What follows belongs to an exercise in optimizing a design on an open flow for small area and a short achievable clock period; a production flow would make more cautious choices.
Only simulation tests tie the RTL to the original design; equivalence was not proved.

## before
==> flow/design.v <==
`timescale 1ns / 1ps
module mcu_main(input clk, input reset,
                input [16:0] instr,      
                input [7:0] io_in,       
                output [7:0] pc,         
                output io_we,            
                output [7:0] io_addr,    
                output [7:0] io_data);   
localparam [3:0] OP_ADD = 4'd0, OP_SUB = 4'd1, OP_XOR = 4'd2, OP_OR  = 4'd3,
                 OP_AND = 4'd4, OP_PA  = 4'd5, OP_NOT = 4'd6, OP_SLE = 4'd7,
                 OP_SHL = 4'd8, OP_SHR = 4'd9, OP_MEM = 4'd10, OP_IN = 4'd11;
reg [7:0]  pc_reg;
reg [7:0]  pc1;       
reg [16:0] ir;        
reg        rw_e;      
reg [2:0]  da_e;
reg [1:0]  bs_e;
reg        mw_e;
reg        owe_e;
reg [3:0]  op_e;
reg [7:0]  a_e, b_e;
reg [7:0]  bra_e;         
reg [7:0]  md;            
reg [15:0] alo_n, ahi_n;  
reg        rw_w;
reg [2:0]  da_w;
reg [7:0]  res_w;
reg        rst_q;     
reg [7:0] r1, r2, r3, r4, r5, r6, r7;
reg [7:0] mem [0:255];
assign pc      = pc_reg;
assign io_we   = owe_e;
assign io_addr = a_e;
assign io_data = b_e;
wire [4:0] opc = ir[16:12];
wire [31:0] d = 32'd1 << opc;    
wire rw  = d[1] | d[2] | d[4] | d[6] | d[8] | d[9] | d[10] | d[12] | d[13] | d[14] |
           d[15] | d[17] | d[18] | d[20] | d[21];
wire ps  = d[19];
wire mw  = d[5] | d[16];
wire ma  = d[2];
wire mb  = d[2] | d[3] | d[4] | d[8] | d[9] | d[11] | d[19] | d[20] | d[21];
wire cs  = d[2] | d[3] | d[4] | d[9] | d[11] | d[19];
wire ua  = |d[21:4] | d[1];      
wire ub  = d[1] | d[5] | d[6] | d[10] | d[14] | d[15] | d[16];
wire owe = d[16];
wire [1:0] bs = {d[2] | d[3] | d[7] | d[19], d[2] | d[3] | d[11] | d[19]};
wire [3:0] op = ({4{d[4] | d[9] | d[15]}} & OP_ADD) | ({4{d[1]}}  & OP_SUB) |
                ({4{d[10]}} & OP_XOR) | ({4{d[20]}} & OP_OR)  | ({4{d[6]}}  & OP_AND) |
                ({4{d[17]}} & OP_NOT) | ({4{d[14]}} & OP_SLE) | ({4{d[8]}}  & OP_SHL) |
                ({4{d[21]}} & OP_SHR) | ({4{d[13]}} & OP_MEM) | ({4{d[18]}} & OP_IN)  |
                ({4{~(d[4] | d[9] | d[15] | d[1] | d[10] | d[20] | d[6] | d[17] | d[14] |
                     d[8] | d[21] | d[13] | d[18])}} & OP_PA);
wire memop = d[5] | d[13] | d[16];    
function [7:0] rdreg(input [2:0] a);
  if (rw_w && da_w == a)
    rdreg = res_w;
  else
    case (a)
      3'd1: rdreg = r1; 3'd2: rdreg = r2; 3'd3: rdreg = r3; 3'd4: rdreg = r4;
      3'd5: rdreg = r5; 3'd6: rdreg = r6; 3'd7: rdreg = r7; default: rdreg = 8'h00;
    endcase
endfunction
wire [7:0] kon    = {ir[5] & cs, ir[5] & cs, ir[5:0]};
wire [7:0] a_next = ma ? pc1 : rdreg(ir[8:6]);
wire [7:0] b_next = mb ? kon : rdreg(ir[5:3]);
wire haz = rw_e & ((ua & (ir[8:6] == da_e)) | (ub & (ir[5:3] == da_e)));
wire dhs = ~haz;
wire z      = (a_e == 8'h00);
wire t0     = bs_e[0] & (bs_e[1] | (ps ^ z));
wire taken  = t0 | bs_e[1];
wire [7:0] pc_inc = pc_reg + 8'h01;
wire [7:0] pc_next = ~taken ? pc_inc : (bs_e == 2'b10) ? a_e : bra_e;
wire g = dhs & ~taken;
wire [255:0] msel;    
wire [255:0] mwen;    
wire [7:0]   res;     
wire [7:0]   in_n;    
wire       sub = (op_e == OP_SUB) | (op_e == OP_SLE);
wire [8:0] sum = {1'b0, a_e} + {1'b0, b_e ^ {8{sub}}} + {8'h00, sub};
reg [7:0] f;
always @(*) begin
  case (op_e)
    OP_ADD: f = sum[7:0];
    OP_SUB: f = sum[7:0];
    OP_XOR: f = a_e ^ b_e;
    OP_OR:  f = a_e | b_e;
    OP_AND: f = a_e & b_e;
    OP_NOT: f = ~a_e;
    OP_SLE: f = {7'b0, ~sum[8] | (sum[7:0] == 8'h00)};
    OP_SHL: f = a_e << b_e[2:0];
    OP_SHR: f = a_e >> b_e[2:0];
    OP_MEM: f = 8'h00;
    OP_IN:  f = 8'h00;
    default: f = a_e;
  endcase
end
integer n;
always @(posedge clk) begin
  rst_q <= reset;
  if (~reset) begin
    pc_reg <= 8'h00;
    ir[16:12] <= 5'h00;
    rw_e <= 1'b0; bs_e <= 2'b00; mw_e <= 1'b0; owe_e <= 1'b0;
  end else begin
    if (dhs) begin
      pc_reg <= pc_next;
      ir[16:12] <= instr[16:12];
    end
    rw_e  <= rw & (ir[11:9] != 3'd0) & g;
    bs_e  <= bs & {2{g}};
    mw_e  <= mw & g;
    owe_e <= owe;
  end
  if (dhs) begin
    ir[11:0] <= instr[11:0];
    pc1 <= pc_inc;
  end
  da_e  <= ir[11:9];
  op_e  <= op;
  a_e   <= a_next;
  b_e   <= b_next;
  bra_e <= pc1 + kon;
  md    <= b_next & {8{reset}};
  for (n = 0; n < 16; n = n + 1) begin
    alo_n[n] <= ~((a_next[3:0] == n) & memop);
    ahi_n[n] <= (a_next[7:4] != n);
  end
  rw_w  <= rw_e;
  da_w  <= da_e;
  res_w <= res;
end
wire [7:0] wd = res_w & {8{rst_q}};
always @(posedge clk) begin
  if (~rst_q | (rw_w & da_w == 3'd1)) r1 <= wd;
  if (~rst_q | (rw_w & da_w == 3'd2)) r2 <= wd;
  if (~rst_q | (rw_w & da_w == 3'd3)) r3 <= wd;
  if (~rst_q | (rw_w & da_w == 3'd4)) r4 <= wd;
  if (~rst_q | (rw_w & da_w == 3'd5)) r5 <= wd;
  if (~rst_q | (rw_w & da_w == 3'd6)) r6 <= wd;
  if (~rst_q | (rw_w & da_w == 3'd7)) r7 <= wd;
end
wire [15:0] wlo_n = (alo_n | {16{~mw_e}}) & {16{rst_q}};
wire [15:0] whi_n = ahi_n & {16{rst_q}};
wire [255:0] mcol [0:7];
genvar i, j;
generate
  for (i = 0; i < 256; i = i + 1) begin : row
    assign msel[i] = ~(ahi_n[i / 16] | alo_n[i % 16]);
    assign mwen[i] = ~(whi_n[i / 16] | wlo_n[i % 16]);
    always @(posedge clk)
      if (mwen[i]) mem[i] <= md;
    for (j = 0; j < 8; j = j + 1) begin : col
      assign mcol[j][i] = mem[i][j];
    end
  end
  for (j = 0; j < 8; j = j + 1) begin : rd
    g_nand2 u_in (.a({io_in[j], op_e == OP_IN}), .y(in_n[j]));
    mem_rdbit u (.sel(msel), .d(mcol[j]), .oth_n(~f[j]), .in_n(in_n[j]), .y(res[j]));
  end
endgenerate
endmodule
module mem_rdbit(input [255:0] sel, input [255:0] d, input oth_n, input in_n, output y);
wire [85:0] yn;    
wire [21:0] h1;
wire [10:0] l2;
wire [2:0]  h3;
wire        l4;
genvar i;
generate
  for (i = 0; i < 85; i = i + 1) begin : g
    g_ao222n u (.s(sel[3*i+2:3*i]), .d(d[3*i+2:3*i]), .yn(yn[i]));
  end
  for (i = 0; i < 21; i = i + 1) begin : t1
    g_nand4 u (.a(yn[4*i+3:4*i]), .y(h1[i]));
  end
  for (i = 0; i < 11; i = i + 1) begin : t2
    g_nor2 u (.a(h1[2*i+1:2*i]), .y(l2[i]));
  end
endgenerate
g_nand2 u_last (.a({sel[255], d[255]}), .y(yn[85]));
g_nand2 u_t1   (.a(yn[85:84]), .y(h1[21]));
g_nand4 u_t3a  (.a(l2[3:0]), .y(h3[0]));
g_nand4 u_t3b  (.a(l2[7:4]), .y(h3[1]));
g_nand3 u_t3c  (.a(l2[10:8]), .y(h3[2]));
g_nor3  u_t4   (.a(h3), .y(l4));
g_nand3 u_out  (.a({l4, oth_n, in_n}), .y(y));
endmodule
module g_ao222n(input [2:0] s, input [2:0] d, output yn);
assign yn = ~|(s & d);
endmodule
module g_nand4(input [3:0] a, output y);
assign y = ~&a;
endmodule
module g_nand3(input [2:0] a, output y);
assign y = ~&a;
endmodule
module g_nand2(input [1:0] a, output y);
assign y = ~&a;
endmodule
module g_nor3(input [2:0] a, output y);
assign y = ~|a;
endmodule
module g_nor2(input [1:0] a, output y);
assign y = ~|a;
endmodule
clock: 10.0 ns
lec_check: 0
cap_margin: 30
core_margin: 2
core_utilization: 55
cts_cluster_diameter: 150
cts_cluster_size: 25
place_density: 0.7
slew_margin: 20
synth_hierarchical: 1
standard.sh (not shown) runs the stock make flow with config.mk's settings and CLKGATE_MAP_FILE= SYNTH_SCRIPT=/design/flow/synth_recipe.tcl, a recipe that flattens the netlist after the stock synthesis.
==> flow/flow/run.sh <==
#!/bin/bash
# Layout: the standard flow (standard.sh: the standard synthesis and the
# ORFS steps, unchanged), except that
set -euo pipefail
bash standard.sh SETUP_SLACK_MARGIN=7.0 "BUFFER_PORTS_ARGS=-buffer_cell sky130_fd_sc_hd__buf_4" finish > run_standard.log 2>&1
before reached the end of the flow, and the finished layout is clean on the timing, design-rule and antenna checks.
Here is what was changed in the inputs of after compared with before.
--- a/flow/config.mk
+++ b/flow/config.mk
@@ -9,6 +9,6 @@
 export CORE_MARGIN = 2
-export CORE_UTILIZATION = 55
+export CORE_UTILIZATION = 65
 export CTS_CLUSTER_DIAMETER = 150
 export CTS_CLUSTER_SIZE = 25
-export PLACE_DENSITY = 0.7
+export PLACE_DENSITY = 0.78
 export SLEW_MARGIN = 20
## What came out
- Cmp after and before / register-to-register slack / higher: before
- Going from before to after, post-route cell area flat, wire length picked up an extra 1.2%, transition time at the pin with the least slew margin -0.017 ns, global-route wire length before repair now larger, synthesis-to-finish area growth went down 0.31 points.
- In after the ratio of final minimum period to clock period turned out 0.32 points higher than in before.
- after vs before, launch point of the worst path: b_e[1]$_DFF_P_ vs a_e[4]$_DFF_P_
- Routability-driven placement congestion ratio is higher on after

[afterwards: timing with drivers on the ports]
The flow's constraints put no driver on any port. The routed layouts listed below were extracted and timed again, unchanged, in two steps. Step 1, drivers: a clkbuf_16 drives clk and a buf_2 each remaining input, both assumed. Step 2 times the ports against the registers' clock, not the clock port: input delays grow and output delays shrink by t, the midpoint of the rising clock arrivals with the driver on. Slacks: ideal / step 1 / step 2; pairs: ideal / step 1.
run	t (ns)	setup WS [ns]	worst setup path after step 2	clock arrival spread, ns	worst data-port slew with drivers (ns)
before	0.838	6.693 / 6.612 / 6.953	register to register	0.052 / 0.053	0.09
after	0.811	6.661 / 6.580 / 6.880	register to register	0.042 / 0.042	0.06
After both steps every run listed still meets setup and hold.
